What follows belongs to an exercise in optimizing a design on an open flow for small area; a production flow would make more cautious choices.
Function was checked by simulation only, so behaviour that the tests miss may differ from the original.
Power is estimated from default activity; no workload was simulated.

Design digital_voting_system_top, start of the top module:
module digital_voting_system_top (
    input wire master_clk,
    input wire reset,
    input wire [7:0] voter_id_input,
    input wire [3:0] candidate_selection,
    input wire submit_vote,
    input wire authenticate_voter,
    input wire display_results_request,
    input wire system_enable,
    output wire [7:0] system_status,
    output wire [7:0] current_voter_id,
    output wire [3:0] current_candidate,
    output wire vote_accepted,
    output wire vote_rejected,
    output wire system_ready,
    output wire [15:0] total_votes_cast,
    output wire [3:0] winning_candidate_id,
    output wire [15:0] winning_candidate_votes,
    output wire results_available,
    output wire [7:0] error_code
);
==> flow/config.mk <==
export PLATFORM = sky130hd
export DESIGN_NAME = digital_voting_system_top
export DESIGN_NICKNAME = digital_voting_system_top
export VERILOG_FILES = /design/flow/design.v
export SDC_FILE = /design/flow/constraint.sdc
export NUM_CORES = 4
export LEC_CHECK = 0
export CAP_MARGIN = 20
export CORE_MARGIN = 2
export CORE_UTILIZATION = 40
export SLEW_MARGIN = 20
==> flow/constraint.sdc <==
create_clock -name core_clock -period 7.0 [get_ports {master_clk}]
set_input_delay 1.4000 -clock core_clock [delete_from_list [all_inputs] [get_ports {master_clk}]]
set_output_delay 1.4000 -clock core_clock [all_outputs]
set_load 0.01 [all_outputs]
standard.sh (not shown) runs the stock make flow with config.mk's settings and CLKGATE_MAP_FILE= SYNTH_SCRIPT=/design/flow/synth_recipe.tcl, a recipe that flattens the netlist after the stock synthesis.
==> flow/flow/run.sh <==
#!/bin/bash
# Own layout flow: the standard synthesis, then an area-oriented re-mapping of
# the combinational logic (flip-flops, half adders and tie cells are kept as
# the standard synthesis made them), then the standard ORFS layout steps with
# small port buffers and a clock tree without dummy loads.
set -euo pipefail
W=$(pwd)
F=$W/flow
R=$W/orfs/results/${FLOW_PLATFORM}/digital_voting_system_top/base
LIB=$FLOW_HOME/platforms/${FLOW_PLATFORM}/lib/sky130_fd_sc_hd__tt_025C_1v80.lib

bash standard.sh synth > $W/synth.log 2>&1

cp $R/1_2_yosys.v $W/standard_1_2_yosys.v
REMAP_LIB=$LIB REMAP_TOP=$FLOW_TOP REMAP_IN=$W/standard_1_2_yosys.v \
REMAP_OUT=$W/remap.v REMAP_ABC=$F/abc_area.script \
    yosys -c $F/remap.tcl > $W/remap.log 2>&1
cp $W/remap.v $R/1_2_yosys.v
rm -f $R/1_synth.odb $R/1_synth.sdc

export BUFFER_PORTS_ARGS="-buffer_cell sky130_fd_sc_hd__buf_1"
export CTS_ARGS="-sink_clustering_enable -repair_clock_nets -dont_use_dummy_load -buf_list {sky130_fd_sc_hd__clkbuf_4 sky130_fd_sc_hd__clkbuf_8} -root_buf sky130_fd_sc_hd__clkbuf_8"
bash standard.sh > $W/layout.log 2>&1
==> flow/flow/abc_area.script <==
strash
dch
map -D 5000
topo
stime -c
buffer -c
upsize -c -D 5000
dnsize -c -D 5000
==> flow/flow/remap.tcl <==
yosys -import
set lib $::env(REMAP_LIB)
set top $::env(REMAP_TOP)
read_liberty -wb -ignore_miss_func $lib
read_verilog $::env(REMAP_IN)
hierarchy -top $top
# keep sequential cells, adders and ties as they are
setattr -mod -set keep_hierarchy 1 =sky130_fd_sc_hd__df* =sky130_fd_sc_hd__ha_* =sky130_fd_sc_hd__fa_* =sky130_fd_sc_hd__conb_*
flatten -wb
opt_clean -purge
tee -o $::env(REMAP_OUT).pre.stat stat -liberty $lib
abc -script $::env(REMAP_ABC) -liberty $lib -dont_use sky130_fd_sc_hd__probe_p_8 -dont_use sky130_fd_sc_hd__probec_p_8 -dont_use sky130_fd_sc_hd__lpflow_*
opt_clean -purge
hilomap -singleton -hicell sky130_fd_sc_hd__conb_1 HI -locell sky130_fd_sc_hd__conb_1 LO
splitnets
opt_clean -purge
tee -o $::env(REMAP_OUT).stat stat -liberty $lib
select -module $top
write_verilog -noattr -noexpr -nohex -nodec -selected $::env(REMAP_OUT)
Change:
--- a/flow/flow/run.sh
+++ b/flow/flow/run.sh
@@ -22 +22 @@
-export CTS_ARGS="-sink_clustering_enable -repair_clock_nets -dont_use_dummy_load -buf_list {sky130_fd_sc_hd__clkbuf_4 sky130_fd_sc_hd__clkbuf_8} -root_buf sky130_fd_sc_hd__clkbuf_8"
+export CTS_ARGS="-sink_clustering_enable -repair_clock_nets -dont_use_dummy_load -buf_list {sky130_fd_sc_hd__clkbuf_8} -root_buf sky130_fd_sc_hd__clkbuf_8 -sink_clustering_size 40 -sink_clustering_max_diameter 200"
Effect:
- The changed run completed without violations
- die area does not change
- wire length stays the same
- worst hold slack stays the same
- non-clock buffer count is unchanged
- flip-flop and latch count does not change
Change:
--- a/flow/flow/run.sh
+++ b/flow/flow/run.sh
@@ -22 +22 @@
-export CTS_ARGS="-sink_clustering_enable -repair_clock_nets -dont_use_dummy_load -buf_list {sky130_fd_sc_hd__clkbuf_8} -root_buf sky130_fd_sc_hd__clkbuf_8 -sink_clustering_size 40 -sink_clustering_max_diameter 200"
+export CTS_ARGS="-sink_clustering_enable -repair_clock_nets -dont_use_dummy_load -buf_list {sky130_fd_sc_hd__clkbuf_2 sky130_fd_sc_hd__clkbuf_4} -root_buf sky130_fd_sc_hd__clkbuf_4 -sink_clustering_size 20"
CORE_UTILIZATION = 65   (was 40)
Result: The new run ran to the end with no violations. Via count rises by about 1.9%. Global-route usage rises by 9.0 points. Routed wire length falls by about 1.6%. Total power falls by 8.6%. Synthesized area does not change. Sequential power is about the same. Combinational power stays flat. Worst hold slack hardly moves. Clock power falls by about 27%. Final cell count falls by 8.8%. Setup slack is better by 0.079 ns.
Change:
--- a/flow/flow/run.sh
+++ b/flow/flow/run.sh
@@ -22 +22 @@
-export CTS_ARGS="-sink_clustering_enable -repair_clock_nets -dont_use_dummy_load -buf_list {sky130_fd_sc_hd__clkbuf_2 sky130_fd_sc_hd__clkbuf_4} -root_buf sky130_fd_sc_hd__clkbuf_4 -sink_clustering_size 20"
+export CTS_ARGS="-sink_clustering_enable -repair_clock_nets -dont_use_dummy_load -buf_list {sky130_fd_sc_hd__clkbuf_4} -root_buf sky130_fd_sc_hd__clkbuf_8"
=> Total power goes up slightly; sequential power hardly moves; combinational power is about the same; global-route usage barely changes; utilization hardly moves; die area does not change.

## static timing again, ports no longer ideal
In the flow no input, the clock included, has a driving cell. The finished layouts below were timed again as built, in two steps. Step 1, drivers: a clkbuf_16 drives master_clk and a buf_2 each remaining input, both assumed. Step 2 adds t to the input delays and takes it off the output delays; t is the mean of the earliest and latest rising clock arrival at the registers after step 1. Input paths then give back, and output paths get back, about the clock's delay inside the block. Three values: no drivers, after step 1, after step 2; two values: the first two.
| run | t, ns | setup slack, ns | hold slack, ns | latest minus earliest clock arrival (ns) | slew at the worst register clock pin (ns) |
|---|---|---|---|---|---|
| the first run | 0.456 | 2.217 / 2.217 / 2.193 | 0.464 / 0.464 / 0.464 | 0.026 / 0.027 | 0.08 / 0.08 |
| the second run | 0.456 | 2.217 / 2.217 / 2.193 | 0.464 / 0.464 / 0.464 | 0.026 / 0.027 | 0.08 / 0.08 |
| the third run | 0.546 | 2.296 / 2.296 / 2.164 | 0.466 / 0.466 / 0.466 | 0.032 / 0.031 | 0.11 / 0.11 |
| the fourth run | 0.437 | 2.319 / 2.319 / 2.166 | 0.465 / 0.465 / 0.465 | 0.034 / 0.034 | 0.11 / 0.11 |
After both steps every run listed still meets setup and hold. The setup slack of the fourth run, which loses most, moves by 0.000 ns with the drivers and by -0.153 ns with both steps.
